From an optimization exercise on the open Yosys and OpenROAD flow, aimed at small area; shortcuts taken in it are not production practice.
RTL that was checked went through simulation tests only; none was proved equivalent to the original.
Only the layout flow was run in run 1; the RTL was not checked for function there.
Power figures rest on the tool's default switching activity, not on a simulated workload.

==> flow/design.v (outline; a module is shown in full before it is edited, if it fits) <==
// module mac_mult: 1092 lines
// module fa_cell: 9 lines
// module ha_cell: 8 lines
// module booth_sel: 10 lines
// module booth_sel_n: 10 lines
// module booth_sel0: 8 lines
// module FIR_filter: 71 lines
module FIR_filter #(parameter order = 10)(
	input logic clk,
	input logic reset,
	input logic x_valid,
	input logic signed [23:0] x,
	input logic [16*order - 1:0] h,
	output logic signed [39:0] y
);
  // ...
==> flow/flow/run.sh <==
#!/bin/bash
# The standard layout, with three changes to how it is made:
#  - ports are buffered with the smallest buffer (buf_1) instead of the default choice;
#  - before floorplanning, combinational cells that synthesis upsized are set back to their
#    smallest size (downsize.tcl); the flow's timing repair upsizes again where needed;
#  - clock tree synthesis adds no dummy load cells.
# make's full output goes to flow_make.log; each step's log is under orfs/logs/.
set -euo pipefail
here=$(pwd)
bash standard.sh \
  "BUFFER_PORTS_ARGS=-buffer_cell sky130_fd_sc_hd__buf_1" \
  "PRE_FLOORPLAN_TCL=$here/flow/downsize.tcl" \
  "CTS_ARGS=-sink_clustering_enable -repair_clock_nets -sink_clustering_size 20 -sink_clustering_max_diameter 70 -buf_list sky130_fd_sc_hd__clkbuf_8 -dont_use_dummy_load" \
  finish > "$here/flow_make.log" 2>&1
==> flow/flow/downsize.tcl <==
# Set every combinational cell that is not a buffer, delay or clock cell to the smallest
# size of its kind (for example a22oi_2 -> a22oi_1). Sequential cells are left alone.
set db [ord::get_db]
set n 0
foreach inst [[ord::get_db_block] getInsts] {
  set master [$inst getMaster]
  set name [$master getName]
  if { ![regexp {^sky130_fd_sc_hd__([a-z0-9]+)_([0-9]+)$} $name -> base drive] } { continue }
  if { [regexp {^(df|edf|sdf|sedf|dl|clk|buf|dly|conb|tap|fill|decap|diode|probe|lpflow)} $base] } { continue }
  set best $master
  foreach d {0 1 2} {
    set cand [$db findMaster "sky130_fd_sc_hd__${base}_$d"]
    if { $cand ne "NULL" && [$cand getWidth] < [[set best] getWidth] } { set best $cand }
  }
  if { $best ne $master } {
    replace_cell [$inst getName] [$best getName]
    incr n
  }
}
puts "downsize.tcl: resized $n instances"
==> flow/standard.sh <==
#!/bin/bash
# synth_recipe.tcl (not shown) runs the flow's synth.tcl, then flattens the netlist and writes it again
# the make line also repeats each setting of config.mk as NAME=value (left out here)
make -C /OpenROAD-flow-scripts/flow DESIGN_CONFIG=/design/flow/config.mk WORK_HOME=/design/flow/orfs CLKGATE_MAP_FILE= SYNTH_SCRIPT=/design/flow/synth_recipe.tcl "${@:-finish}"
==> flow/config.mk <==
export PLATFORM = sky130hd
export DESIGN_NAME = FIR_filter
export DESIGN_NICKNAME = FIR_filter
export VERILOG_FILES = /design/flow/design.v
export SDC_FILE = /design/flow/constraint.sdc
export NUM_CORES = 4
export LEC_CHECK = 0
export CAP_MARGIN = 0
export CORE_MARGIN = 2
export CORE_UTILIZATION = 60
export CTS_BUF_LIST = sky130_fd_sc_hd__clkbuf_8
export CTS_CLUSTER_DIAMETER = 50
export CTS_CLUSTER_SIZE = 16
export SLEW_MARGIN = 0
export SYNTH_HIERARCHICAL = 1
==> flow/constraint.sdc <==
create_clock -name core_clock -period 10.0 [get_ports {clk}]
set_input_delay 2.0000 -clock core_clock [delete_from_list [all_inputs] [get_ports {clk}]]
set_output_delay 2.0000 -clock core_clock [all_outputs]
set_load 0.01 [all_outputs]
==> flow_summary.toml, run 1 <==
[final_layout]
most-common-layout-cells = "276 x dfxtp_1, 225 x buf_1, 204 x xor2_1, 192 x o22ai_1, 188 x fa_1"
buffers = 285
final_common_cell = "dfxtp_1"
dominant_cells = "multi-input combinational cells"
nNonClkInverters = 54
bufAreaShareNonClock_pct = 6.74
reg_top3 = "ring (216), acc (40), hold (24)"
fin_cells = 2104

[timing]
tightest_slew_ns = 1.24
rsz0062_at_grt = "no"
setup_slack_ns = 1.54
slew_headroom_pct = 16.6
min_period_ns = 8.46
period_share_pct = 84.6

[clock_tree]
cts_htree_levels = 1
cts_buffer_depth = 3
cts_made_buffers = 22
clk_latency_ns = 0.59
cts.sinks = 300
hold_buffers = 0
cts_tree = "built"

[worst_hold_path]
holdPathStages = 0

[synthesis]
synthesis.nets = 1906

[detailed_routing]
remaining_drc_errors = 0
drt-total-wl_um = 45300

[setup_path]
r2r-start = "k[2]"
worstPathBufferInverterCount = 2
crit_arrival_ns = 8.86
cp_cell_sequence = "buf_1 -> a22o_1 -> a221oi_1 -> nand4_1 -> nor3b_1 -> a21oi_1 -> buf_4 -> o22ai_1 -> xor2_1 -> fa_1 -> fa_1 -> fa_2 -> fa_2 -> fa_2 -> fa_2 -> a211oi_2 -> o211ai_1 -> nand4b_1 -> a21boi_0 -> nor2_1 -> o21ai_1 -> fa_1 -> xor2_1 -> nor2b_1"
cp-start-kind = "primary input"

[flow_run]
drv_cap = 0

[global_route]
grt_use_met3_pct = 6.55
grt_busiest_layer = "met2"

[pwr]
vdd_drop_max_mv = 0.183
p_total_mw = 4.34
pwr-share-comb_pct = 51.8

[die]
dieHeight_um = 173

[place]
dp_cells = 2082

[run_status]
run_status = "finished clean"
==> module booth_sel_n, before the edit <==
module booth_sel_n (
	input logic one_n,
	input logic two_n,
	input logic neg,
	input logic b0_n,
	input logic b1_n,
	output logic p
);
	assign p = ~(((~one_n & ~b0_n) | (~two_n & ~b1_n)) ^ neg);
endmodule
==> module FIR_filter, before the edit <==
module FIR_filter #(parameter order = 10)(
	input logic clk,
	input logic reset,
	input logic x_valid,
	input logic signed [23:0] x,
	input logic [16*order - 1:0] h,
	output logic signed [39:0] y
);
	localparam int R = order - 1;		 
	logic [23:0] ring [0:R - 1];		 
	logic [23:0] hold;			 
	logic [3:0] age;			 
	logic pend;				 
	logic ins;				 
	logic last;				 
	logic [3:0] left;			 
	logic [3:0] nvalid;			 
	logic [3:0] k;				 
	logic use_k;				 
	logic [39:0] acc;
	wire [23:0] tail = ring[R - 1];
	wire [23:0] smp_n = ~(last ? hold : tail);	 
	logic [3:0] age_n, left_n, nvalid_n, k_n;
	logic pend_n, use_n;
	always_comb begin
		if (reset) begin
			pend_n = 1'b0;
			left_n = '0;
			nvalid_n = '0;
			age_n = R - 1;
		end else if (x_valid) begin
			pend_n = 1'b1;
			left_n = order;
			nvalid_n = (nvalid == order) ? nvalid : nvalid + 4'd1;
			age_n = (age == 0) ? R : age;
		end else begin
			pend_n = pend & ~ins;
			left_n = (left != 0) ? left - 4'd1 : left;
			nvalid_n = nvalid;
			if (pend && !ins)
				age_n = (age == 1) ? R : age - 4'd1;	 
			else
				age_n = (age == 0) ? R - 1 : age - 4'd1;	 
		end
		k_n = (left_n == 1) ? 4'd0 : age_n;
		use_n = (left_n != 0) && (k_n < nvalid_n);
	end
	logic [15:0] tap;
	always_comb begin
		tap = '0;
		for (int j = 0; j < order; j++)
			if (use_k && k == j) tap = tap | h[16*j +: 16];
	end
	logic [39:0] sum;
	mac_mult u_mult (.a(tap), .bn(smp_n), .acc(acc), .p(sum));
	always_ff @(posedge clk) begin
		ring[0] <= ins ? hold : tail;
		for (int i = 1; i < R; i++) ring[i] <= ring[i - 1];
		if (x_valid) hold <= x;
		acc <= x_valid ? 40'd0 : sum;
		k <= k_n;
		use_k <= use_n;
		pend <= pend_n;
		ins <= pend_n && age_n == R;
		last <= left_n == 1;
		left <= left_n;
		nvalid <= nvalid_n;
		age <= age_n;
	end
	assign y = acc;
endmodule
==> run 2: changes to the inputs <==
--- a/flow/design.v
+++ b/flow/design.v
@@ -1,10 +1,11 @@
 `timescale 1ns/1ps
 module mac_mult (
+	input logic act,
 	input logic [15:0] a,
 	input logic [23:0] bn,
 	input logic [39:0] acc,
 	output logic [39:0] p
 );
 	wire one0 = ~(a[0] ^ 1'b0);
 	wire two0 = ~((a[1] & ~a[0] & ~1'b0) | (~a[1] & a[0] & 1'b0));
 	wire neg0 = a[1];
@@ -52,17 +53,17 @@
 	booth_sel u_pp0_20 (one0, two0, neg0, bn[20], bn[19], pp0_20);
 	wire pp0_21;
 	booth_sel u_pp0_21 (one0, two0, neg0, bn[21], bn[20], pp0_21);
 	wire pp0_22;
 	booth_sel u_pp0_22 (one0, two0, neg0, bn[22], bn[21], pp0_22);
 	wire pp0_23;
 	booth_sel u_pp0_23 (one0, two0, neg0, bn[23], bn[22], pp0_23);
 	wire pp0_24;
-	booth_sel_n u_pp0_24 (one0, two0, neg0, bn[23], bn[23], pp0_24);
+	booth_sel_n u_pp0_24 (act, one0, two0, neg0, bn[23], bn[23], pp0_24);
 	wire one1 = ~(a[2] ^ a[1]);
 	wire two1 = ~((a[3] & ~a[2] & ~a[1]) | (~a[3] & a[2] & a[1]));
 	wire neg1 = a[3];
 	wire pp1_0;
 	booth_sel0 u_pp1_0 (one1, neg1, bn[0], pp1_0);
 	wire pp1_1;
 	booth_sel u_pp1_1 (one1, two1, neg1, bn[1], bn[0], pp1_1);
 	wire pp1_2;
@@ -105,17 +106,17 @@
 	booth_sel u_pp1_20 (one1, two1, neg1, bn[20], bn[19], pp1_20);
 	wire pp1_21;
 	booth_sel u_pp1_21 (one1, two1, neg1, bn[21], bn[20], pp1_21);
 	wire pp1_22;
 	booth_sel u_pp1_22 (one1, two1, neg1, bn[22], bn[21], pp1_22);
 	wire pp1_23;
 	booth_sel u_pp1_23 (one1, two1, neg1, bn[23], bn[22], pp1_23);
 	wire pp1_24;
-	booth_sel_n u_pp1_24 (one1, two1, neg1, bn[23], bn[23], pp1_24);
+	booth_sel_n u_pp1_24 (act, one1, two1, neg1, bn[23], bn[23], pp1_24);
 	wire one2 = ~(a[4] ^ a[3]);
 	wire two2 = ~((a[5] & ~a[4] & ~a[3]) | (~a[5] & a[4] & a[3]));
 	wire neg2 = a[5];
 	wire pp2_0;
 	booth_sel0 u_pp2_0 (one2, neg2, bn[0], pp2_0);
 	wire pp2_1;
 	booth_sel u_pp2_1 (one2, two2, neg2, bn[1], bn[0], pp2_1);
 	wire pp2_2;
@@ -158,17 +159,17 @@
 	booth_sel u_pp2_20 (one2, two2, neg2, bn[20], bn[19], pp2_20);
 	wire pp2_21;
 	booth_sel u_pp2_21 (one2, two2, neg2, bn[21], bn[20], pp2_21);
 	wire pp2_22;
 	booth_sel u_pp2_22 (one2, two2, neg2, bn[22], bn[21], pp2_22);
 	wire pp2_23;
 	booth_sel u_pp2_23 (one2, two2, neg2, bn[23], bn[22], pp2_23);
 	wire pp2_24;
-	booth_sel_n u_pp2_24 (one2, two2, neg2, bn[23], bn[23], pp2_24);
+	booth_sel_n u_pp2_24 (act, one2, two2, neg2, bn[23], bn[23], pp2_24);
 	wire one3 = ~(a[6] ^ a[5]);
 	wire two3 = ~((a[7] & ~a[6] & ~a[5]) | (~a[7] & a[6] & a[5]));
 	wire neg3 = a[7];
 	wire pp3_0;
 	booth_sel0 u_pp3_0 (one3, neg3, bn[0], pp3_0);
 	wire pp3_1;
 	booth_sel u_pp3_1 (one3, two3, neg3, bn[1], bn[0], pp3_1);
 	wire pp3_2;
@@ -211,17 +212,17 @@
 	booth_sel u_pp3_20 (one3, two3, neg3, bn[20], bn[19], pp3_20);
 	wire pp3_21;
 	booth_sel u_pp3_21 (one3, two3, neg3, bn[21], bn[20], pp3_21);
 	wire pp3_22;
 	booth_sel u_pp3_22 (one3, two3, neg3, bn[22], bn[21], pp3_22);
 	wire pp3_23;
 	booth_sel u_pp3_23 (one3, two3, neg3, bn[23], bn[22], pp3_23);
 	wire pp3_24;
-	booth_sel_n u_pp3_24 (one3, two3, neg3, bn[23], bn[23], pp3_24);
+	booth_sel_n u_pp3_24 (act, one3, two3, neg3, bn[23], bn[23], pp3_24);
 	wire one4 = ~(a[8] ^ a[7]);
 	wire two4 = ~((a[9] & ~a[8] & ~a[7]) | (~a[9] & a[8] & a[7]));
 	wire neg4 = a[9];
 	wire pp4_0;
 	booth_sel0 u_pp4_0 (one4, neg4, bn[0], pp4_0);
 	wire pp4_1;
 	booth_sel u_pp4_1 (one4, two4, neg4, bn[1], bn[0], pp4_1);
 	wire pp4_2;
@@ -264,17 +265,17 @@
 	booth_sel u_pp4_20 (one4, two4, neg4, bn[20], bn[19], pp4_20);
 	wire pp4_21;
 	booth_sel u_pp4_21 (one4, two4, neg4, bn[21], bn[20], pp4_21);
 	wire pp4_22;
 	booth_sel u_pp4_22 (one4, two4, neg4, bn[22], bn[21], pp4_22);
 	wire pp4_23;
 	booth_sel u_pp4_23 (one4, two4, neg4, bn[23], bn[22], pp4_23);
 	wire pp4_24;
-	booth_sel_n u_pp4_24 (one4, two4, neg4, bn[23], bn[23], pp4_24);
+	booth_sel_n u_pp4_24 (act, one4, two4, neg4, bn[23], bn[23], pp4_24);
 	wire one5 = ~(a[10] ^ a[9]);
 	wire two5 = ~((a[11] & ~a[10] & ~a[9]) | (~a[11] & a[10] & a[9]));
 	wire neg5 = a[11];
 	wire pp5_0;
 	booth_sel0 u_pp5_0 (one5, neg5, bn[0], pp5_0);
 	wire pp5_1;
 	booth_sel u_pp5_1 (one5, two5, neg5, bn[1], bn[0], pp5_1);
 	wire pp5_2;
@@ -317,17 +318,17 @@
 	booth_sel u_pp5_20 (one5, two5, neg5, bn[20], bn[19], pp5_20);
 	wire pp5_21;
 	booth_sel u_pp5_21 (one5, two5, neg5, bn[21], bn[20], pp5_21);
 	wire pp5_22;
 	booth_sel u_pp5_22 (one5, two5, neg5, bn[22], bn[21], pp5_22);
 	wire pp5_23;
 	booth_sel u_pp5_23 (one5, two5, neg5, bn[23], bn[22], pp5_23);
 	wire pp5_24;
-	booth_sel_n u_pp5_24 (one5, two5, neg5, bn[23], bn[23], pp5_24);
+	booth_sel_n u_pp5_24 (act, one5, two5, neg5, bn[23], bn[23], pp5_24);
 	wire one6 = ~(a[12] ^ a[11]);
 	wire two6 = ~((a[13] & ~a[12] & ~a[11]) | (~a[13] & a[12] & a[11]));
 	wire neg6 = a[13];
 	wire pp6_0;
 	booth_sel0 u_pp6_0 (one6, neg6, bn[0], pp6_0);
 	wire pp6_1;
 	booth_sel u_pp6_1 (one6, two6, neg6, bn[1], bn[0], pp6_1);
 	wire pp6_2;
@@ -370,17 +371,17 @@
 	booth_sel u_pp6_20 (one6, two6, neg6, bn[20], bn[19], pp6_20);
 	wire pp6_21;
 	booth_sel u_pp6_21 (one6, two6, neg6, bn[21], bn[20], pp6_21);
 	wire pp6_22;
 	booth_sel u_pp6_22 (one6, two6, neg6, bn[22], bn[21], pp6_22);
 	wire pp6_23;
 	booth_sel u_pp6_23 (one6, two6, neg6, bn[23], bn[22], pp6_23);
 	wire pp6_24;
-	booth_sel_n u_pp6_24 (one6, two6, neg6, bn[23], bn[23], pp6_24);
+	booth_sel_n u_pp6_24 (act, one6, two6, neg6, bn[23], bn[23], pp6_24);
 	wire one7 = ~(a[14] ^ a[13]);
 	wire two7 = ~((a[15] & ~a[14] & ~a[13]) | (~a[15] & a[14] & a[13]));
 	wire neg7 = a[15];
 	wire pp7_0;
 	booth_sel0 u_pp7_0 (one7, neg7, bn[0], pp7_0);
 	wire pp7_1;
 	booth_sel u_pp7_1 (one7, two7, neg7, bn[1], bn[0], pp7_1);
 	wire pp7_2;
@@ -423,17 +424,17 @@
 	booth_sel u_pp7_20 (one7, two7, neg7, bn[20], bn[19], pp7_20);
 	wire pp7_21;
 	booth_sel u_pp7_21 (one7, two7, neg7, bn[21], bn[20], pp7_21);
 	wire pp7_22;
 	booth_sel u_pp7_22 (one7, two7, neg7, bn[22], bn[21], pp7_22);
 	wire pp7_23;
 	booth_sel u_pp7_23 (one7, two7, neg7, bn[23], bn[22], pp7_23);
 	wire pp7_24;
-	booth_sel_n u_pp7_24 (one7, two7, neg7, bn[23], bn[23], pp7_24);
+	booth_sel_n u_pp7_24 (act, one7, two7, neg7, bn[23], bn[23], pp7_24);
 	wire hs0, hc0;
 	ha_cell u_hs0 (acc[14], neg7, hs0, hc0);
 	wire hs1, hc1;
 	ha_cell u_hs1 (acc[15], pp0_15, hs1, hc1);
 	wire hs2, hc2;
 	ha_cell u_hs2 (acc[16], pp0_16, hs2, hc2);
 	wire hs3, hc3;
 	ha_cell u_hs3 (acc[17], pp0_17, hs3, hc3);
@@ -444,510 +445,485 @@
 	wire hs6, hc6;
 	ha_cell u_hs6 (acc[20], pp0_20, hs6, hc6);
 	wire hs7, hc7;
 	ha_cell u_hs7 (acc[21], pp0_21, hs7, hc7);
 	wire hs8, hc8;
 	ha_cell u_hs8 (acc[22], pp0_22, hs8, hc8);
 	wire hs9, hc9;
 	ha_cell u_hs9 (acc[23], pp0_23, hs9, hc9);
-	wire s0, c0;
-	assign s0 = ~(acc[24] ^ pp0_24);
-	assign c0 = acc[24] | pp0_24;
 	wire hs10, hc10;
-	assign hs10 = ~acc[25];
-	assign hc10 = acc[25];
+	ha_cell u_hs10 (acc[24], pp0_24, hs10, hc10);
 	wire hs11, hc11;
 	ha_cell u_hs11 (acc[8], neg4, hs11, hc11);
 	wire hs12, hc12;
 	ha_cell u_hs12 (acc[9], pp0_9, hs12, hc12);
-	wire s1, c1;
-	fa_cell u_s1 (acc[10], neg5, pp0_10, s1, c1);
+	wire s0, c0;
+	fa_cell u_s0 (acc[10], neg5, pp0_10, s0, c0);
 	wire hs13, hc13;
 	ha_cell u_hs13 (pp1_8, pp2_6, hs13, hc13);
-	wire s2, c2;
-	fa_cell u_s2 (acc[11], pp0_11, pp1_9, s2, c2);
+	wire s1, c1;
+	fa_cell u_s1 (acc[11], pp0_11, pp1_9, s1, c1);
 	wire hs14, hc14;
 	ha_cell u_hs14 (pp2_7, pp3_5, hs14, hc14);
+	wire s2, c2;
+	fa_cell u_s2 (acc[12], neg6, pp0_12, s2, c2);
 	wire s3, c3;
-	fa_cell u_s3 (acc[12], neg6, pp0_12, s3, c3);
-	wire s4, c4;
-	fa_cell u_s4 (pp1_10, pp2_8, pp3_6, s4, c4);
+	fa_cell u_s3 (pp1_10, pp2_8, pp3_6, s3, c3);
 	wire hs15, hc15;
 	ha_cell u_hs15 (pp4_4, pp5_2, hs15, hc15);
+	wire s4, c4;
+	fa_cell u_s4 (acc[13], pp0_13, pp1_11, s4, c4);
 	wire s5, c5;
-	fa_cell u_s5 (acc[13], pp0_13, pp1_11, s5, c5);
-	wire s6, c6;
-	fa_cell u_s6 (pp2_9, pp3_7, pp4_5, s6, c6);
+	fa_cell u_s5 (pp2_9, pp3_7, pp4_5, s5, c5);
 	wire hs16, hc16;
 	ha_cell u_hs16 (pp5_3, pp6_1, hs16, hc16);
+	wire s6, c6;
+	fa_cell u_s6 (pp0_14, pp1_12, pp2_10, s6, c6);
 	wire s7, c7;
-	fa_cell u_s7 (pp0_14, pp1_12, pp2_10, s7, c7);
+	fa_cell u_s7 (pp3_8, pp4_6, pp5_4, s7, c7);
 	wire s8, c8;
-	fa_cell u_s8 (pp3_8, pp4_6, pp5_4, s8, c8);
+	fa_cell u_s8 (pp6_2, pp7_0, hs0, s8, c8);
 	wire s9, c9;
-	fa_cell u_s9 (pp6_2, pp7_0, hs0, s9, c9);
+	fa_cell u_s9 (pp1_13, pp2_11, pp3_9, s9, c9);
 	wire s10, c10;
-	fa_cell u_s10 (pp1_13, pp2_11, pp3_9, s10, c10);
+	fa_cell u_s10 (pp4_7, pp5_5, pp6_3, s10, c10);
 	wire s11, c11;
-	fa_cell u_s11 (pp4_7, pp5_5, pp6_3, s11, c11);
+	fa_cell u_s11 (pp7_1, hc0, hs1, s11, c11);
 	wire s12, c12;
-	fa_cell u_s12 (pp7_1, hc0, hs1, s12, c12);
+	fa_cell u_s12 (pp1_14, pp2_12, pp3_10, s12, c12);
 	wire s13, c13;
-	fa_cell u_s13 (pp1_14, pp2_12, pp3_10, s13, c13);
+	fa_cell u_s13 (pp4_8, pp5_6, pp6_4, s13, c13);
 	wire s14, c14;
-	fa_cell u_s14 (pp4_8, pp5_6, pp6_4, s14, c14);
+	fa_cell u_s14 (pp7_2, hc1, hs2, s14, c14);
 	wire s15, c15;
-	fa_cell u_s15 (pp7_2, hc1, hs2, s15, c15);
+	fa_cell u_s15 (pp1_15, pp2_13, pp3_11, s15, c15);
 	wire s16, c16;
-	fa_cell u_s16 (pp1_15, pp2_13, pp3_11, s16, c16);
+	fa_cell u_s16 (pp4_9, pp5_7, pp6_5, s16, c16);
 	wire s17, c17;
-	fa_cell u_s17 (pp4_9, pp5_7, pp6_5, s17, c17);
+	fa_cell u_s17 (pp7_3, hc2, hs3, s17, c17);
 	wire s18, c18;
-	fa_cell u_s18 (pp7_3, hc2, hs3, s18, c18);
+	fa_cell u_s18 (pp1_16, pp2_14, pp3_12, s18, c18);
 	wire s19, c19;
-	fa_cell u_s19 (pp1_16, pp2_14, pp3_12, s19, c19);
+	fa_cell u_s19 (pp4_10, pp5_8, pp6_6, s19, c19);
 	wire s20, c20;
-	fa_cell u_s20 (pp4_10, pp5_8, pp6_6, s20, c20);
+	fa_cell u_s20 (pp7_4, hc3, hs4, s20, c20);
 	wire s21, c21;
-	fa_cell u_s21 (pp7_4, hc3, hs4, s21, c21);
+	fa_cell u_s21 (pp1_17, pp2_15, pp3_13, s21, c21);
 	wire s22, c22;
-	fa_cell u_s22 (pp1_17, pp2_15, pp3_13, s22, c22);
+	fa_cell u_s22 (pp4_11, pp5_9, pp6_7, s22, c22);
 	wire s23, c23;
-	fa_cell u_s23 (pp4_11, pp5_9, pp6_7, s23, c23);
+	fa_cell u_s23 (pp7_5, hc4, hs5, s23, c23);
 	wire s24, c24;
-	fa_cell u_s24 (pp7_5, hc4, hs5, s24, c24);
+	fa_cell u_s24 (pp1_18, pp2_16, pp3_14, s24, c24);
 	wire s25, c25;
-	fa_cell u_s25 (pp1_18, pp2_16, pp3_14, s25, c25);
+	fa_cell u_s25 (pp4_12, pp5_10, pp6_8, s25, c25);
 	wire s26, c26;
-	fa_cell u_s26 (pp4_12, pp5_10, pp6_8, s26, c26);
+	fa_cell u_s26 (pp7_6, hc5, hs6, s26, c26);
 	wire s27, c27;
-	fa_cell u_s27 (pp7_6, hc5, hs6, s27, c27);
+	fa_cell u_s27 (pp1_19, pp2_17, pp3_15, s27, c27);
 	wire s28, c28;
-	fa_cell u_s28 (pp1_19, pp2_17, pp3_15, s28, c28);
+	fa_cell u_s28 (pp4_13, pp5_11, pp6_9, s28, c28);
 	wire s29, c29;
-	fa_cell u_s29 (pp4_13, pp5_11, pp6_9, s29, c29);
+	fa_cell u_s29 (pp7_7, hc6, hs7, s29, c29);
 	wire s30, c30;
-	fa_cell u_s30 (pp7_7, hc6, hs7, s30, c30);
+	fa_cell u_s30 (pp1_20, pp2_18, pp3_16, s30, c30);
 	wire s31, c31;
-	fa_cell u_s31 (pp1_20, pp2_18, pp3_16, s31, c31);
+	fa_cell u_s31 (pp4_14, pp5_12, pp6_10, s31, c31);
 	wire s32, c32;
-	fa_cell u_s32 (pp4_14, pp5_12, pp6_10, s32, c32);
+	fa_cell u_s32 (pp7_8, hc7, hs8, s32, c32);
 	wire s33, c33;
-	fa_cell u_s33 (pp7_8, hc7, hs8, s33, c33);
+	fa_cell u_s33 (pp1_21, pp2_19, pp3_17, s33, c33);
 	wire s34, c34;
-	fa_cell u_s34 (pp1_21, pp2_19, pp3_17, s34, c34);
+	fa_cell u_s34 (pp4_15, pp5_13, pp6_11, s34, c34);
 	wire s35, c35;
-	fa_cell u_s35 (pp4_15, pp5_13, pp6_11, s35, c35);
+	fa_cell u_s35 (pp7_9, hc8, hs9, s35, c35);
 	wire s36, c36;
-	fa_cell u_s36 (pp7_9, hc8, hs9, s36, c36);
+	fa_cell u_s36 (pp1_22, pp2_20, pp3_18, s36, c36);
 	wire s37, c37;
-	fa_cell u_s37 (pp1_22, pp2_20, pp3_18, s37, c37);
+	fa_cell u_s37 (pp4_16, pp5_14, pp6_12, s37, c37);
 	wire s38, c38;
-	fa_cell u_s38 (pp4_16, pp5_14, pp6_12, s38, c38);
+	fa_cell u_s38 (pp7_10, hc9, hs10, s38, c38);
 	wire s39, c39;
-	fa_cell u_s39 (pp7_10, hc9, s0, s39, c39);
+	fa_cell u_s39 (acc[25], pp1_23, pp2_21, s39, c39);
 	wire s40, c40;
-	fa_cell u_s40 (hs10, pp1_23, pp2_21, s40, c40);
+	fa_cell u_s40 (pp3_19, pp4_17, pp5_15, s40, c40);
 	wire s41, c41;
-	fa_cell u_s41 (pp3_19, pp4_17, pp5_15, s41, c41);
+	fa_cell u_s41 (pp6_13, pp7_11, hc10, s41, c41);
 	wire s42, c42;
-	fa_cell u_s42 (pp6_13, pp7_11, c0, s42, c42);
+	fa_cell u_s42 (acc[26], pp1_24, pp2_22, s42, c42);
 	wire s43, c43;
-	fa_cell u_s43 (acc[26], hc10, pp1_24, s43, c43);
+	fa_cell u_s43 (pp3_20, pp4_18, pp5_16, s43, c43);
+	wire hs17, hc17;
+	ha_cell u_hs17 (pp6_14, pp7_12, hs17, hc17);
 	wire s44, c44;
-	fa_cell u_s44 (pp2_22, pp3_20, pp4_18, s44, c44);
+	fa_cell u_s44 (acc[27], pp2_23, pp3_21, s44, c44);
 	wire s45, c45;
-	fa_cell u_s45 (pp5_16, pp6_14, pp7_12, s45, c45);
+	fa_cell u_s45 (pp4_19, pp5_17, pp6_15, s45, c45);
 	wire s46, c46;
-	assign s46 = ~(acc[27] ^ pp2_23);
-	assign c46 = acc[27] | pp2_23;
-	wire s47, c47;
-	fa_cell u_s47 (pp3_21, pp4_19, pp5_17, s47, c47);
-	wire hs17, hc17;
-	ha_cell u_hs17 (pp6_15, pp7_13, hs17, hc17);
-	wire s48, c48;
-	fa_cell u_s48 (acc[28], pp2_24, pp3_22, s48, c48);
-	wire s49, c49;
-	fa_cell u_s49 (pp4_20, pp5_18, pp6_16, s49, c49);
-	wire s50, c50;
-	assign s50 = ~(acc[29] ^ pp3_23);
-	assign c50 = acc[29] | pp3_23;
+	fa_cell u_s46 (acc[28], pp2_24, pp3_22, s46, c46);
 	wire hs18, hc18;
-	ha_cell u_hs18 (pp4_21, pp5_19, hs18, hc18);
-	wire s51, c51;
-	fa_cell u_s51 (acc[30], pp3_24, pp4_22, s51, c51);
+	ha_cell u_hs18 (pp4_20, pp5_18, hs18, hc18);
+	wire s47, c47;
+	fa_cell u_s47 (acc[29], pp3_23, pp4_21, s47, c47);
 	wire hs19, hc19;
-	assign hs19 = ~acc[31];
-	assign hc19 = acc[31];
+	ha_cell u_hs19 (acc[30], pp3_24, hs19, hc19);
 	wire hs20, hc20;
 	ha_cell u_hs20 (acc[4], neg2, hs20, hc20);
 	wire hs21, hc21;
 	ha_cell u_hs21 (acc[5], pp0_5, hs21, hc21);
-	wire s52, c52;
-	fa_cell u_s52 (acc[6], neg3, pp0_6, s52, c52);
+	wire s48, c48;
+	fa_cell u_s48 (acc[6], neg3, pp0_6, s48, c48);
 	wire hs22, hc22;
 	ha_cell u_hs22 (pp1_4, pp2_2, hs22, hc22);
-	wire s53, c53;
-	fa_cell u_s53 (acc[7], pp0_7, pp1_5, s53, c53);
+	wire s49, c49;
+	fa_cell u_s49 (acc[7], pp0_7, pp1_5, s49, c49);
 	wire hs23, hc23;
 	ha_cell u_hs23 (pp2_3, pp3_1, hs23, hc23);
+	wire s50, c50;
+	fa_cell u_s50 (pp0_8, pp1_6, pp2_4, s50, c50);
+	wire s51, c51;
+	fa_cell u_s51 (pp3_2, pp4_0, hs11, s51, c51);
+	wire s52, c52;
+	fa_cell u_s52 (pp1_7, pp2_5, pp3_3, s52, c52);
+	wire s53, c53;
+	fa_cell u_s53 (pp4_1, hc11, hs12, s53, c53);
 	wire s54, c54;
-	fa_cell u_s54 (pp0_8, pp1_6, pp2_4, s54, c54);
+	fa_cell u_s54 (pp3_4, pp4_2, pp5_0, s54, c54);
 	wire s55, c55;
-	fa_cell u_s55 (pp3_2, pp4_0, hs11, s55, c55);
+	fa_cell u_s55 (hc12, hs13, s0, s55, c55);
 	wire s56, c56;
-	fa_cell u_s56 (pp1_7, pp2_5, pp3_3, s56, c56);
+	fa_cell u_s56 (pp4_3, pp5_1, hc13, s56, c56);
 	wire s57, c57;
-	fa_cell u_s57 (pp4_1, hc11, hs12, s57, c57);
+	fa_cell u_s57 (hs14, c0, s1, s57, c57);
 	wire s58, c58;
-	fa_cell u_s58 (pp3_4, pp4_2, pp5_0, s58, c58);
+	fa_cell u_s58 (pp6_0, hc14, hs15, s58, c58);
 	wire s59, c59;
-	fa_cell u_s59 (hc12, hs13, s1, s59, c59);
+	fa_cell u_s59 (c1, s2, s3, s59, c59);
 	wire s60, c60;
-	fa_cell u_s60 (pp4_3, pp5_1, hc13, s60, c60);
+	fa_cell u_s60 (hc15, hs16, c2, s60, c60);
 	wire s61, c61;
-	fa_cell u_s61 (hs14, c1, s2, s61, c61);
+	fa_cell u_s61 (c3, s4, s5, s61, c61);
 	wire s62, c62;
-	fa_cell u_s62 (pp6_0, hc14, hs15, s62, c62);
+	fa_cell u_s62 (hc16, c4, c5, s62, c62);
 	wire s63, c63;
-	fa_cell u_s63 (c2, s3, s4, s63, c63);
+	fa_cell u_s63 (s6, s7, s8, s63, c63);
 	wire s64, c64;
-	fa_cell u_s64 (hc15, hs16, c3, s64, c64);
+	fa_cell u_s64 (c6, c7, c8, s64, c64);
 	wire s65, c65;
-	fa_cell u_s65 (c4, s5, s6, s65, c65);
+	fa_cell u_s65 (s9, s10, s11, s65, c65);
 	wire s66, c66;
-	fa_cell u_s66 (hc16, c5, c6, s66, c66);
+	fa_cell u_s66 (c9, c10, s12, s66, c66);
 	wire s67, c67;
-	fa_cell u_s67 (s7, s8, s9, s67, c67);
+	fa_cell u_s67 (s13, c11, s14, s67, c67);
 	wire s68, c68;
-	fa_cell u_s68 (c7, c8, c9, s68, c68);
+	fa_cell u_s68 (c12, c13, s15, s68, c68);
 	wire s69, c69;
-	fa_cell u_s69 (s10, s11, s12, s69, c69);
+	fa_cell u_s69 (s16, c14, s17, s69, c69);
 	wire s70, c70;
-	fa_cell u_s70 (c10, c11, s13, s70, c70);
+	fa_cell u_s70 (c15, c16, s18, s70, c70);
 	wire s71, c71;
-	fa_cell u_s71 (s14, c12, s15, s71, c71);
+	fa_cell u_s71 (s19, c17, s20, s71, c71);
 	wire s72, c72;
-	fa_cell u_s72 (c13, c14, s16, s72, c72);
+	fa_cell u_s72 (c18, c19, s21, s72, c72);
 	wire s73, c73;
-	fa_cell u_s73 (s17, c15, s18, s73, c73);
+	fa_cell u_s73 (s22, c20, s23, s73, c73);
 	wire s74, c74;
-	fa_cell u_s74 (c16, c17, s19, s74, c74);
+	fa_cell u_s74 (c21, c22, s24, s74, c74);
 	wire s75, c75;
-	fa_cell u_s75 (s20, c18, s21, s75, c75);
+	fa_cell u_s75 (s25, c23, s26, s75, c75);
 	wire s76, c76;
-	fa_cell u_s76 (c19, c20, s22, s76, c76);
+	fa_cell u_s76 (c24, c25, s27, s76, c76);
 	wire s77, c77;
-	fa_cell u_s77 (s23, c21, s24, s77, c77);
+	fa_cell u_s77 (s28, c26, s29, s77, c77);
 	wire s78, c78;
-	fa_cell u_s78 (c22, c23, s25, s78, c78);
+	fa_cell u_s78 (c27, c28, s30, s78, c78);
 	wire s79, c79;
-	fa_cell u_s79 (s26, c24, s27, s79, c79);
+	fa_cell u_s79 (s31, c29, s32, s79, c79);
 	wire s80, c80;
-	fa_cell u_s80 (c25, c26, s28, s80, c80);
+	fa_cell u_s80 (c30, c31, s33, s80, c80);
 	wire s81, c81;
-	fa_cell u_s81 (s29, c27, s30, s81, c81);
+	fa_cell u_s81 (s34, c32, s35, s81, c81);
 	wire s82, c82;
-	fa_cell u_s82 (c28, c29, s31, s82, c82);
+	fa_cell u_s82 (c33, c34, s36, s82, c82);
 	wire s83, c83;
-	fa_cell u_s83 (s32, c30, s33, s83, c83);
+	fa_cell u_s83 (s37, c35, s38, s83, c83);
 	wire s84, c84;
-	fa_cell u_s84 (c31, c32, s34, s84, c84);
+	fa_cell u_s84 (c36, c37, s39, s84, c84);
 	wire s85, c85;
-	fa_cell u_s85 (s35, c33, s36, s85, c85);
+	fa_cell u_s85 (s40, c38, s41, s85, c85);
 	wire s86, c86;
-	fa_cell u_s86 (c34, c35, s37, s86, c86);
+	fa_cell u_s86 (hs17, c39, c40, s86, c86);
 	wire s87, c87;
-	fa_cell u_s87 (s38, c36, s39, s87, c87);
+	fa_cell u_s87 (s42, s43, c41, s87, c87);
 	wire s88, c88;
-	fa_cell u_s88 (c37, c38, s40, s88, c88);
+	fa_cell u_s88 (pp7_13, hc17, c42, s88, c88);
 	wire s89, c89;
-	fa_cell u_s89 (s41, c39, s42, s89, c89);
+	fa_cell u_s89 (c43, s44, s45, s89, c89);
 	wire s90, c90;
-	fa_cell u_s90 (c40, c41, s43, s90, c90);
+	fa_cell u_s90 (pp6_16, pp7_14, hs18, s90, c90);
 	wire s91, c91;
-	fa_cell u_s91 (s44, s45, c42, s91, c91);
+	fa_cell u_s91 (c44, c45, s46, s91, c91);
 	wire s92, c92;
-	fa_cell u_s92 (hs17, c43, c44, s92, c92);
+	fa_cell u_s92 (pp5_19, pp6_17, pp7_15, s92, c92);
 	wire s93, c93;
-	fa_cell u_s93 (c45, s46, s47, s93, c93);
+	fa_cell u_s93 (hc18, c46, s47, s93, c93);
 	wire s94, c94;
-	fa_cell u_s94 (pp7_14, hc17, c46, s94, c94);
+	fa_cell u_s94 (pp4_22, pp5_20, pp6_18, s94, c94);
 	wire s95, c95;
-	fa_cell u_s95 (c47, s48, s49, s95, c95);
+	fa_cell u_s95 (pp7_16, hs19, c47, s95, c95);
 	wire s96, c96;
-	fa_cell u_s96 (pp6_17, pp7_15, hs18, s96, c96);
+	fa_cell u_s96 (acc[31], pp4_23, pp5_21, s96, c96);
 	wire s97, c97;
-	fa_cell u_s97 (c48, c49, s50, s97, c97);
+	fa_cell u_s97 (pp6_19, pp7_17, hc19, s97, c97);
 	wire s98, c98;
-	fa_cell u_s98 (pp5_20, pp6_18, pp7_16, s98, c98);
+	fa_cell u_s98 (acc[32], pp4_24, pp5_22, s98, c98);
+	wire hs24, hc24;
+	ha_cell u_hs24 (pp6_20, pp7_18, hs24, hc24);
 	wire s99, c99;
-	fa_cell u_s99 (hc18, c50, s51, s99, c99);
+	fa_cell u_s99 (acc[33], pp5_23, pp6_21, s99, c99);
+	wire hs25, hc25;
+	ha_cell u_hs25 (acc[34], pp5_24, hs25, hc25);
+	wire hs26, hc26;
+	ha_cell u_hs26 (acc[2], neg1, hs26, hc26);
+	wire hs27, hc27;
+	ha_cell u_hs27 (acc[3], pp0_3, hs27, hc27);
 	wire s100, c100;
-	fa_cell u_s100 (hs19, pp4_23, pp5_21, s100, c100);
+	fa_cell u_s100 (pp0_4, pp1_2, pp2_0, s100, c100);
 	wire s101, c101;
-	fa_cell u_s101 (pp6_19, pp7_17, c51, s101, c101);
+	fa_cell u_s101 (pp1_3, pp2_1, hc20, s101, c101);
 	wire s102, c102;
-	fa_cell u_s102 (acc[32], hc19, pp4_24, s102, c102);
+	fa_cell u_s102 (pp3_0, hc21, hs22, s102, c102);
 	wire s103, c103;
-	fa_cell u_s103 (pp5_22, pp6_20, pp7_18, s103, c103);
+	fa_cell u_s103 (hc22, hs23, c48, s103, c103);
 	wire s104, c104;
-	assign s104 = ~(acc[33] ^ pp5_23);
-	assign c104 = acc[33] | pp5_23;
-	wire hs24, hc24;
-	ha_cell u_hs24 (pp6_21, pp7_19, hs24, hc24);
+	fa_cell u_s104 (hc23, c49, s50, s104, c104);
 	wire s105, c105;
-	fa_cell u_s105 (acc[34], pp5_24, pp6_22, s105, c105);
-	wire hs25, hc25;
-	assign hs25 = ~acc[35];
-	assign hc25 = acc[35];
-	wire hs26, hc26;
-	ha_cell u_hs26 (acc[2], neg1, hs26, hc26);
-	wire hs27, hc27;
-	ha_cell u_hs27 (acc[3], pp0_3, hs27, hc27);
+	fa_cell u_s105 (c50, c51, s52, s105, c105);
 	wire s106, c106;
-	fa_cell u_s106 (pp0_4, pp1_2, pp2_0, s106, c106);
+	fa_cell u_s106 (c52, s54, c53, s106, c106);
 	wire s107, c107;
-	fa_cell u_s107 (pp1_3, pp2_1, hc20, s107, c107);
+	fa_cell u_s107 (c54, s56, c55, s107, c107);
 	wire s108, c108;
-	fa_cell u_s108 (pp3_0, hc21, hs22, s108, c108);
+	fa_cell u_s108 (c56, s58, c57, s108, c108);
 	wire s109, c109;
-	fa_cell u_s109 (hc22, hs23, c52, s109, c109);
+	fa_cell u_s109 (c58, c59, s60, s109, c109);
 	wire s110, c110;
-	fa_cell u_s110 (hc23, c53, s54, s110, c110);
+	fa_cell u_s110 (c60, c61, s62, s110, c110);
 	wire s111, c111;
-	fa_cell u_s111 (c54, c55, s56, s111, c111);
+	fa_cell u_s111 (c62, c63, s64, s111, c111);
 	wire s112, c112;
-	fa_cell u_s112 (c56, s58, c57, s112, c112);
+	fa_cell u_s112 (c64, s66, c65, s112, c112);
 	wire s113, c113;
-	fa_cell u_s113 (c58, s60, c59, s113, c113);
+	fa_cell u_s113 (c66, s68, c67, s113, c113);
 	wire s114, c114;
-	fa_cell u_s114 (c60, s62, c61, s114, c114);
+	fa_cell u_s114 (c68, s70, c69, s114, c114);
 	wire s115, c115;
-	fa_cell u_s115 (c62, c63, s64, s115, c115);
+	fa_cell u_s115 (c70, s72, c71, s115, c115);
 	wire s116, c116;
-	fa_cell u_s116 (c64, c65, s66, s116, c116);
+	fa_cell u_s116 (c72, s74, c73, s116, c116);
 	wire s117, c117;
-	fa_cell u_s117 (c66, c67, s68, s117, c117);
+	fa_cell u_s117 (c74, s76, c75, s117, c117);
 	wire s118, c118;
-	fa_cell u_s118 (c68, s70, c69, s118, c118);
+	fa_cell u_s118 (c76, s78, c77, s118, c118);
 	wire s119, c119;
-	fa_cell u_s119 (c70, s72, c71, s119, c119);
+	fa_cell u_s119 (c78, s80, c79, s119, c119);
 	wire s120, c120;
-	fa_cell u_s120 (c72, s74, c73, s120, c120);
+	fa_cell u_s120 (c80, s82, c81, s120, c120);
 	wire s121, c121;
-	fa_cell u_s121 (c74, s76, c75, s121, c121);
+	fa_cell u_s121 (c82, s84, c83, s121, c121);
 	wire s122, c122;
-	fa_cell u_s122 (c76, s78, c77, s122, c122);
+	fa_cell u_s122 (c84, s86, c85, s122, c122);
 	wire s123, c123;
-	fa_cell u_s123 (c78, s80, c79, s123, c123);
+	fa_cell u_s123 (c86, s88, s89, s123, c123);
 	wire s124, c124;
-	fa_cell u_s124 (c80, s82, c81, s124, c124);
+	fa_cell u_s124 (c88, s90, c89, s124, c124);
 	wire s125, c125;
-	fa_cell u_s125 (c82, s84, c83, s125, c125);
+	fa_cell u_s125 (s92, c90, c91, s125, c125);
 	wire s126, c126;
-	fa_cell u_s126 (c84, s86, c85, s126, c126);
+	fa_cell u_s126 (c92, s94, c93, s126, c126);
 	wire s127, c127;
-	fa_cell u_s127 (c86, s88, s89, s127, c127);
+	fa_cell u_s127 (c94, s96, s97, s127, c127);
 	wire s128, c128;
-	fa_cell u_s128 (c88, s90, c89, s128, c128);
+	fa_cell u_s128 (hs24, c96, s98, s128, c128);
 	wire s129, c129;
-	fa_cell u_s129 (c90, s92, s93, s129, c129);
+	fa_cell u_s129 (pp7_19, hc24, c98, s129, c129);
 	wire s130, c130;
-	fa_cell u_s130 (c92, c93, s94, s130, c130);
+	fa_cell u_s130 (pp6_22, pp7_20, hs25, s130, c130);
 	wire s131, c131;
-	fa_cell u_s131 (c94, s96, c95, s131, c131);
+	fa_cell u_s131 (acc[35], pp6_23, pp7_21, s131, c131);
+	wire hs28, hc28;
+	ha_cell u_hs28 (acc[36], pp6_24, hs28, hc28);
+	wire hs29, hc29;
+	ha_cell u_hs29 (acc[0], neg0, hs29, hc29);
+	wire hs30, hc30;
+	ha_cell u_hs30 (acc[1], pp0_1, hs30, hc30);
 	wire s132, c132;
-	fa_cell u_s132 (s98, c96, c97, s132, c132);
+	fa_cell u_s132 (pp0_2, pp1_0, hs26, s132, c132);
 	wire s133, c133;
-	fa_cell u_s133 (c98, s100, c99, s133, c133);
+	fa_cell u_s133 (pp1_1, hc26, hs27, s133, c133);
 	wire s134, c134;
-	fa_cell u_s134 (c100, s102, s103, s134, c134);
+	fa_cell u_s134 (hs20, hc27, s100, s134, c134);
 	wire s135, c135;
-	fa_cell u_s135 (hs24, c102, c103, s135, c135);
+	fa_cell u_s135 (hs21, c100, s101, s135, c135);
 	wire s136, c136;
-	fa_cell u_s136 (pp7_20, hc24, c104, s136, c136);
+	fa_cell u_s136 (c101, s48, s102, s136, c136);
 	wire s137, c137;
-	fa_cell u_s137 (hs25, pp6_23, pp7_21, s137, c137);
+	fa_cell u_s137 (s49, c102, s103, s137, c137);
 	wire s138, c138;
-	fa_cell u_s138 (acc[36], hc25, pp6_24, s138, c138);
-	wire hs28, hc28;
-	assign hs28 = ~acc[37];
-	assign hc28 = acc[37];
-	wire hs29, hc29;
-	ha_cell u_hs29 (acc[0], neg0, hs29, hc29);
-	wire hs30, hc30;
-	ha_cell u_hs30 (acc[1], pp0_1, hs30, hc30);
+	fa_cell u_s138 (s51, c103, s104, s138, c138);
 	wire s139, c139;
-	fa_cell u_s139 (pp0_2, pp1_0, hs26, s139, c139);
+	fa_cell u_s139 (s53, c104, s105, s139, c139);
 	wire s140, c140;
-	fa_cell u_s140 (pp1_1, hc26, hs27, s140, c140);
+	fa_cell u_s140 (c105, s55, s106, s140, c140);
 	wire s141, c141;
-	fa_cell u_s141 (hs20, hc27, s106, s141, c141);
+	fa_cell u_s141 (s57, c106, s107, s141, c141);
 	wire s142, c142;
-	fa_cell u_s142 (hs21, c106, s107, s142, c142);
+	fa_cell u_s142 (s59, c107, s108, s142, c142);
 	wire s143, c143;
-	fa_cell u_s143 (c107, s52, s108, s143, c143);
+	fa_cell u_s143 (s61, c108, s109, s143, c143);
 	wire s144, c144;
-	fa_cell u_s144 (s53, c108, s109, s144, c144);
+	fa_cell u_s144 (s63, c109, s110, s144, c144);
 	wire s145, c145;
-	fa_cell u_s145 (s55, c109, s110, s145, c145);
+	fa_cell u_s145 (c110, s65, s111, s145, c145);
 	wire s146, c146;
-	fa_cell u_s146 (s57, c110, s111, s146, c146);
+	fa_cell u_s146 (s67, c111, s112, s146, c146);
 	wire s147, c147;
-	fa_cell u_s147 (c111, s59, s112, s147, c147);
+	fa_cell u_s147 (s69, c112, s113, s147, c147);
 	wire s148, c148;
-	fa_cell u_s148 (s61, c112, s113, s148, c148);
+	fa_cell u_s148 (s71, c113, s114, s148, c148);
 	wire s149, c149;
-	fa_cell u_s149 (s63, c113, s114, s149, c149);
+	fa_cell u_s149 (s73, c114, s115, s149, c149);
 	wire s150, c150;
-	fa_cell u_s150 (s65, c114, s115, s150, c150);
+	fa_cell u_s150 (s75, c115, s116, s150, c150);
 	wire s151, c151;
-	fa_cell u_s151 (s67, c115, s116, s151, c151);
+	fa_cell u_s151 (s77, c116, s117, s151, c151);
 	wire s152, c152;
-	fa_cell u_s152 (c116, s69, s117, s152, c152);
+	fa_cell u_s152 (s79, c117, s118, s152, c152);
 	wire s153, c153;
-	fa_cell u_s153 (s71, c117, s118, s153, c153);
+	fa_cell u_s153 (s81, c118, s119, s153, c153);
 	wire s154, c154;
-	fa_cell u_s154 (s73, c118, s119, s154, c154);
+	fa_cell u_s154 (s83, c119, s120, s154, c154);
 	wire s155, c155;
-	fa_cell u_s155 (s75, c119, s120, s155, c155);
+	fa_cell u_s155 (s85, c120, s121, s155, c155);
 	wire s156, c156;
-	fa_cell u_s156 (s77, c120, s121, s156, c156);
+	fa_cell u_s156 (s87, c121, s122, s156, c156);
 	wire s157, c157;
-	fa_cell u_s157 (s79, c121, s122, s157, c157);
+	fa_cell u_s157 (c87, s123, c122, s157, c157);
 	wire s158, c158;
-	fa_cell u_s158 (s81, c122, s123, s158, c158);
+	fa_cell u_s158 (s91, s124, c123, s158, c158);
 	wire s159, c159;
-	fa_cell u_s159 (s83, c123, s124, s159, c159);
+	fa_cell u_s159 (s93, c124, s125, s159, c159);
 	wire s160, c160;
-	fa_cell u_s160 (s85, c124, s125, s160, c160);
+	fa_cell u_s160 (s95, c125, s126, s160, c160);
 	wire s161, c161;
-	fa_cell u_s161 (s87, c125, s126, s161, c161);
+	fa_cell u_s161 (c95, s127, c126, s161, c161);
 	wire s162, c162;
-	fa_cell u_s162 (c87, c126, s127, s162, c162);
+	fa_cell u_s162 (c97, s128, c127, s162, c162);
 	wire s163, c163;
-	fa_cell u_s163 (s91, c127, s128, s163, c163);
+	fa_cell u_s163 (s99, c128, s129, s163, c163);
 	wire s164, c164;
-	fa_cell u_s164 (c91, s129, c128, s164, c164);
+	fa_cell u_s164 (c99, c129, s130, s164, c164);
 	wire s165, c165;
-	fa_cell u_s165 (s95, s130, c129, s165, c165);
+	fa_cell u_s165 (hc25, s131, c130, s165, c165);
 	wire s166, c166;
-	fa_cell u_s166 (s97, c130, s131, s166, c166);
+	fa_cell u_s166 (pp7_22, hs28, c131, s166, c166);
 	wire s167, c167;
-	fa_cell u_s167 (s99, c131, s132, s167, c167);
+	fa_cell u_s167 (acc[37], pp7_23, hc28, s167, c167);
+	wire hs31, hc31;
+	ha_cell u_hs31 (acc[38], pp7_24, hs31, hc31);
+	wire hs32, hc32;
+	ha_cell u_hs32 (pp0_0, hs29, hs32, hc32);
+	assign p[0] = hs32;
 	wire s168, c168;
-	fa_cell u_s168 (s101, c132, s133, s168, c168);
+	fa_cell u_s168 (hc29, hs30, hc32, s168, c168);
+	assign p[1] = s168;
 	wire s169, c169;
-	fa_cell u_s169 (c101, s134, c133, s169, c169);
+	fa_cell u_s169 (hc30, s132, c168, s169, c169);
+	assign p[2] = s169;
 	wire s170, c170;
-	fa_cell u_s170 (s104, c134, s135, s170, c170);
+	fa_cell u_s170 (c132, s133, c169, s170, c170);
+	assign p[3] = s170;
 	wire s171, c171;
-	fa_cell u_s171 (s105, c135, s136, s171, c171);
+	fa_cell u_s171 (c133, s134, c170, s171, c171);
+	assign p[4] = s171;
 	wire s172, c172;
-	fa_cell u_s172 (c105, s137, c136, s172, c172);
+	fa_cell u_s172 (c134, s135, c171, s172, c172);
+	assign p[5] = s172;
 	wire s173, c173;
-	fa_cell u_s173 (pp7_22, c137, s138, s173, c173);
+	fa_cell u_s173 (c135, s136, c172, s173, c173);
+	assign p[6] = s173;
 	wire s174, c174;
-	fa_cell u_s174 (hs28, pp7_23, c138, s174, c174);
-	wire s175, c175;
-	fa_cell u_s175 (acc[38], hc28, pp7_24, s175, c175);
-	wire hs31, hc31;
-	assign hs31 = ~acc[39];
-	assign hc31 = acc[39];
-	wire hs32, hc32;
-	ha_cell u_hs32 (pp0_0, hs29, hs32, hc32);
-	assign p[0] = hs32;
-	wire s176, c176;
-	fa_cell u_s176 (hc29, hs30, hc32, s176, c176);
-	assign p[1] = s176;
-	wire s177, c177;
-	fa_cell u_s177 (hc30, s139, c176, s177, c177);
-	assign p[2] = s177;
-	wire s178, c178;
-	fa_cell u_s178 (c139, s140, c177, s178, c178);
-	assign p[3] = s178;
-	wire s179, c179;
-	fa_cell u_s179 (c140, s141, c178, s179, c179);
-	assign p[4] = s179;
-	wire s180, c180;
-	fa_cell u_s180 (c141, s142, c179, s180, c180);
-	assign p[5] = s180;
-	wire s181, c181;
-	fa_cell u_s181 (c142, s143, c180, s181, c181);
-	assign p[6] = s181;
-	wire s182, c182;
-	fa_cell u_s182 (c143, s144, c181, s182, c182);
-	assign p[7] = s182;
+	fa_cell u_s174 (c136, s137, c173, s174, c174);
+	assign p[7] = s174;
 	wire g8, p8;
-	assign {g8, p8} = c144 + s145;
+	assign {g8, p8} = c137 + s138;
 	wire g9, p9;
-	assign {g9, p9} = c145 + s146;
+	assign {g9, p9} = c138 + s139;
 	wire g10, p10;
-	assign {g10, p10} = c146 + s147;
+	assign {g10, p10} = c139 + s140;
 	wire g11, p11;
-	assign {g11, p11} = c147 + s148;
+	assign {g11, p11} = c140 + s141;
 	wire g12, p12;
-	assign {g12, p12} = c148 + s149;
+	assign {g12, p12} = c141 + s142;
 	wire g13, p13;
-	assign {g13, p13} = c149 + s150;
+	assign {g13, p13} = c142 + s143;
 	wire g14, p14;
-	assign {g14, p14} = c150 + s151;
+	assign {g14, p14} = c143 + s144;
 	wire g15, p15;
-	assign {g15, p15} = c151 + s152;
+	assign {g15, p15} = c144 + s145;
 	wire g16, p16;
-	assign {g16, p16} = c152 + s153;
+	assign {g16, p16} = c145 + s146;
 	wire g17, p17;
-	assign {g17, p17} = c153 + s154;
+	assign {g17, p17} = c146 + s147;
 	wire g18, p18;
-	assign {g18, p18} = c154 + s155;
+	assign {g18, p18} = c147 + s148;
 	wire g19, p19;
-	assign {g19, p19} = c155 + s156;
+	assign {g19, p19} = c148 + s149;
 	wire g20, p20;
-	assign {g20, p20} = c156 + s157;
+	assign {g20, p20} = c149 + s150;
 	wire g21, p21;
-	assign {g21, p21} = c157 + s158;
+	assign {g21, p21} = c150 + s151;
 	wire g22, p22;
-	assign {g22, p22} = c158 + s159;
+	assign {g22, p22} = c151 + s152;
 	wire g23, p23;
-	assign {g23, p23} = c159 + s160;
+	assign {g23, p23} = c152 + s153;
 	wire g24, p24;
-	assign {g24, p24} = c160 + s161;
+	assign {g24, p24} = c153 + s154;
 	wire g25, p25;
-	assign {g25, p25} = c161 + s162;
+	assign {g25, p25} = c154 + s155;
 	wire g26, p26;
-	assign {g26, p26} = c162 + s163;
+	assign {g26, p26} = c155 + s156;
 	wire g27, p27;
-	assign {g27, p27} = c163 + s164;
+	assign {g27, p27} = s157 + c156;
 	wire g28, p28;
-	assign {g28, p28} = s165 + c164;
+	assign {g28, p28} = s158 + c157;
 	wire g29, p29;
-	assign {g29, p29} = c165 + s166;
+	assign {g29, p29} = c158 + s159;
 	wire g30, p30;
-	assign {g30, p30} = c166 + s167;
+	assign {g30, p30} = c159 + s160;
 	wire g31, p31;
-	assign {g31, p31} = c167 + s168;
+	assign {g31, p31} = c160 + s161;
 	wire g32, p32;
-	assign {g32, p32} = c168 + s169;
+	assign {g32, p32} = s162 + c161;
 	wire g33, p33;
-	assign {g33, p33} = s170 + c169;
+	assign {g33, p33} = s163 + c162;
 	wire g34, p34;
-	assign {g34, p34} = c170 + s171;
+	assign {g34, p34} = c163 + s164;
 	wire g35, p35;
-	assign {g35, p35} = c171 + s172;
+	assign {g35, p35} = c164 + s165;
 	wire g36, p36;
-	assign {g36, p36} = s173 + c172;
+	assign {g36, p36} = s166 + c165;
 	wire g37, p37;
-	assign {g37, p37} = c173 + s174;
+	assign {g37, p37} = s167 + c166;
 	wire g38, p38;
-	assign {g38, p38} = s175 + c174;
+	assign {g38, p38} = hs31 + c167;
 	wire g39, p39;
-	assign {g39, p39} = hs31 + c175;
-	wire G0 = g8 | (p8 & c182);
+	assign {g39, p39} = acc[39] + hc31;
+	wire G0 = g8 | (p8 & c174);
 	wire P0 = p8 & 1'b0;
 	wire G1 = g10 | (p10 & g9);
 	wire P1 = p10 & p9;
 	wire G2 = g12 | (p12 & g11);
 	wire P2 = p12 & p11;
 	wire G3 = g14 | (p14 & g13);
 	wire P3 = p14 & p13;
 	wire G4 = g16 | (p16 & g15);
@@ -1053,17 +1029,17 @@
 	wire G54 = g33 | (p33 & G40);
 	wire P54 = p33 & P40;
 	wire G55 = g35 | (p35 & G34);
 	wire P55 = p35 & P34;
 	wire G56 = g37 | (p37 & G41);
 	wire P56 = p37 & P41;
 	wire G57 = g39 | (p39 & G30);
 	wire P57 = p39 & P30;
-	assign p[8] = p8 ^ c182;
+	assign p[8] = p8 ^ c174;
 	assign p[9] = p9 ^ G0;
 	assign p[10] = p10 ^ G42;
 	assign p[11] = p11 ^ G16;
 	assign p[12] = p12 ^ G43;
 	assign p[13] = p13 ^ G35;
 	assign p[14] = p14 ^ G44;
 	assign p[15] = p15 ^ G24;
 	assign p[16] = p16 ^ G45;
@@ -1115,24 +1091,25 @@
 	input logic neg,
 	input logic b0_n,
 	input logic b1_n,
 	output logic p
 );
 	assign p = ((~one_n & ~b0_n) | (~two_n & ~b1_n)) ^ neg;
 endmodule
 module booth_sel_n (
+	input logic act,
 	input logic one_n,
 	input logic two_n,
 	input logic neg,
 	input logic b0_n,
 	input logic b1_n,
 	output logic p
 );
-	assign p = ~(((~one_n & ~b0_n) | (~two_n & ~b1_n)) ^ neg);
+	assign p = act & ~(((~one_n & ~b0_n) | (~two_n & ~b1_n)) ^ neg);
 endmodule
 module booth_sel0 (
 	input logic one_n,
 	input logic neg,
 	input logic b0_n,
 	output logic p
 );
 	assign p = (~one_n & ~b0_n) ^ neg;
@@ -1187,22 +1164,22 @@
 	end
 	logic [15:0] tap;
 	always_comb begin
 		tap = '0;
 		for (int j = 0; j < order; j++)
 			if (use_k && k == j) tap = tap | h[16*j +: 16];
 	end
 	logic [39:0] sum;
-	mac_mult u_mult (.a(tap), .bn(smp_n), .acc(acc), .p(sum));
+	mac_mult u_mult (.act(left != 0), .a(tap), .bn(smp_n), .acc(acc), .p(sum));
 	always_ff @(posedge clk) begin
 		ring[0] <= ins ? hold : tail;
 		for (int i = 1; i < R; i++) ring[i] <= ring[i - 1];
 		if (x_valid) hold <= x;
-		acc <= x_valid ? 40'd0 : sum;
+		acc <= x_valid ? 40'hAAAE000000 : sum;
 		k <= k_n;
 		use_k <= use_n;
 		pend <= pend_n;
 		ins <= pend_n && age_n == R;
 		last <= left_n == 1;
 		left <= left_n;
 		nvalid <= nvalid_n;
 		age <= age_n;
==> flow_summary.toml, run 2 <==
[place]
gp_congestion = 1.03
post_dp_cell_area_mm2 = 0.0189
portBuffers = 226
hpwl_um = 33000
pre_cts_ws_ns = 0.766

[timing]
setup_viol = 0
hold_viol = 0
tightest_slew_ns = 1.17
period_share_pct = 87.7
clock_skew_ns = 0.103
whs_ns = 0.303
slew_headroom_pct = 20.2
setup_slack_ns = 1.23
finalMaxSlewViolations = 0
clock.fmax_mhz = 114
rsz0062_at_grt = "no"
min_period_ns = 8.77

[setup_path]
worst_setup_path_end_kind = "flop"
crit_arrival_ns = 9.22
r2r-start = "k[3]"
cp-start-kind = "primary input"
crit_path_max_fanout = 24
setup.worst_path.start = "h[17]"
crit_type = "primary input to flop"
rrSetupSlack_ns = 1.73
required_ns = 10.45

[synthesis]
synthesis.yosys.warnings = 8
synthesis.nets = 1892
syn_inst = 1443

[global_route]
grt_use_total_pct = 30.2
grt_first_pass_wirelength_um = 71700
grt_overflow = 0
antenna_found_initial = 0
grt_busiest_layer = "met2"
grt_max_degree = 82
use_met1_pct = 44.2
grt_use_met2_pct = 47.0
grt_pass1_vias = 13100
grt_use_met3_pct = 5.12

[detailed_routing]
wl_per_cell_um = 21.2
drt-total-wl_um = 44600
vias = 12800
drtIter0Drc = 1115
drt_first_pass_iters = 6
ant_nets = 0
vias_per_cell = 6.08
remaining_drc_errors = 0

[pwr]
pwr-share-comb_pct = 45.8
clkPwrFrac_pct = 14.3
power.switching_mw = 1.45
p_sw_share_pct = 37.6
seq_power_share_pct = 39.9
p_int_mw = 2.40
p_leak_nw = 8.96
vdd_drop_max_mv = 0.184
powerDensity_mw_per_mm2 = 201

[clock_tree]
cts_htree_levels = 1
cts_made_buffers = 22
cts-root-buf = "clkbuf_8"
cts.reportedPaths.clkPinSlew_ns = 0.12
cts_buffer_depth = 3
clk_latency_ns = 0.59
cts_resized = 0
cts.sinks = 300
hold_buffers = 0
cts_setup_buffers = 0
cts_tree = "built"

[die]
io_pins = 227
start_util_pct = 61.1
chipWidth_um = 173
die_area_mm2 = 0.0298
coreArea_mm2 = 0.0279
rows = 61
dieHeight_um = 173

[final_layout]
fin_nets = 2174
reg_top3 = "ring (216), acc (40), hold (24)"
largest-register = "ring"
most-common-layout-cells = "276 x dfxtp_1, 225 x buf_1, 204 x xor2_1, 192 x o22ai_1, 184 x fa_1"
design_area_mm2 = 0.0192
num_antenna_cells = 0
final_common_cell = "dfxtp_1"
largest_reg_flops = 216
layout-drive-gt1-share_pct = 8.94

[worst_hold_path]
hp-start = "ring[5][20]"
hold_path_class = "flop to flop"

[run_status]
run_status = "finished clean"

[flow_run]
drv_cap = 0
## run 2: cell count changes in the layout (fill, tap and decap cells not counted), sizes merged, moves of 3 or more
cell / delta
xnor2: -10
a31oi: -3
fa: -4
nor2b: -13
or2: +9
a211oi: +5
inv: -17
nand2b: +8
mux2i: +11
nand4: -5
o21ai: +7
buf: +5
nand2: +10
## run 2: layer usage
layer / vias up / routed length (µm)
met5: - / 0
met3: 89 / 3620
met2: 572 / 20400
met1: 6369 / 19500
li1: 5749 / -
met4: 0 / 1010
## run 2: final timing paths
kind                  to  cells after the start
max              acc[26]                     26
min          ring[6][20]                      0
max reg2reg      acc[26]                     27
min reg2reg  ring[6][20]                      0
## run 2: stage by stage
step	power [mW]	instances	util, %	TNS (ns)
5_1_grt	4.14	2101	68.6	0
6_report	3.85	2101	68.6	0
4_1_cts	3.86	2101	68.6	0
3_3_place_gp	3.23	2079	67.5	0
3_5_place_dp	3.30	2079	67.5	0
2_1_floorplan	2.81	1443	-	-0.372
## run 2: area by class of cell
| class | count | area, µm² |
|---|---|---|
| fill | 2234 | 8770 |
| clock buffer | 22 | 303 |
| multi-input combinational | 1074 | 10700 |
| timing repair buffer | 290 | 1330 |
| sequential | 300 | 6250 |
| inverter | 37 | 139 |
| tap | 378 | 473 |
## run 2: critical path: stages
cell and delay (ns):
buf_1 0.07, a22o_1 0.21, a221oi_2 0.19, nand4_1 0.41, nand2_1 0.19, buf_4 0.27, o22ai_1 0.12, xor2_1 0.17
ha_1 0.31, fa_1 0.43, fa_2 0.36, fa_2 0.36, fa_2 0.35, fa_2 0.37, fa_2 0.35, fa_2 0.36
fa_2 0.37, a211oi_2 0.22, o21ai_2 0.14, o211ai_1 0.53, nand2_1 0.22, a21o_1 0.22, a21o_1 0.18, fa_1 0.37
xor2_1 0.16, or2_2 0.27
## run 2: power by group through the flow
stage	Clock [mW]	Sequential, mW	Combinational [mW]
2_1_floorplan	0	1.54	1.27
3_3_place_gp	0	1.56	1.67
3_5_place_dp	0	1.56	1.74
4_1_cts	0.569	1.54	1.76
5_1_grt	0.610	1.56	1.97
6_report	0.551	1.53	1.76

-- separate check: timing with driven ports --
Ports are ideal in the flow. The routed layouts listed here were re-timed in OpenROAD.
Step 1, drivers: a clkbuf_16 drives clk and a buf_2 each remaining input, both assumed.
Step 2 also shifts input and output timing later by t, the mid clock arrival at the registers, as if the neighbouring blocks saw the same clock.
a / b / c = no drivers / after step 1 / after step 2; a / b = the first two.
| run | shift t [ns] | setup slack, ns | worst setup path at the end | clock arrival spread, ns | worst register clock-pin slew, ns |
|---|---|---|---|---|---|
| run 1 | 0.588 | 1.541 / 1.554 / 0.972 | input to register | 0.100 / 0.100 | 0.11 / 0.11 |
| run 2 | 0.590 | 1.234 / 1.263 / 0.673 | input to register | 0.103 / 0.103 | 0.12 / 0.12 |
After both steps every run listed still meets setup and hold. For run 1, which loses most, drivers alone change the setup slack by +0.013 ns; drivers and shift together by -0.569 ns.
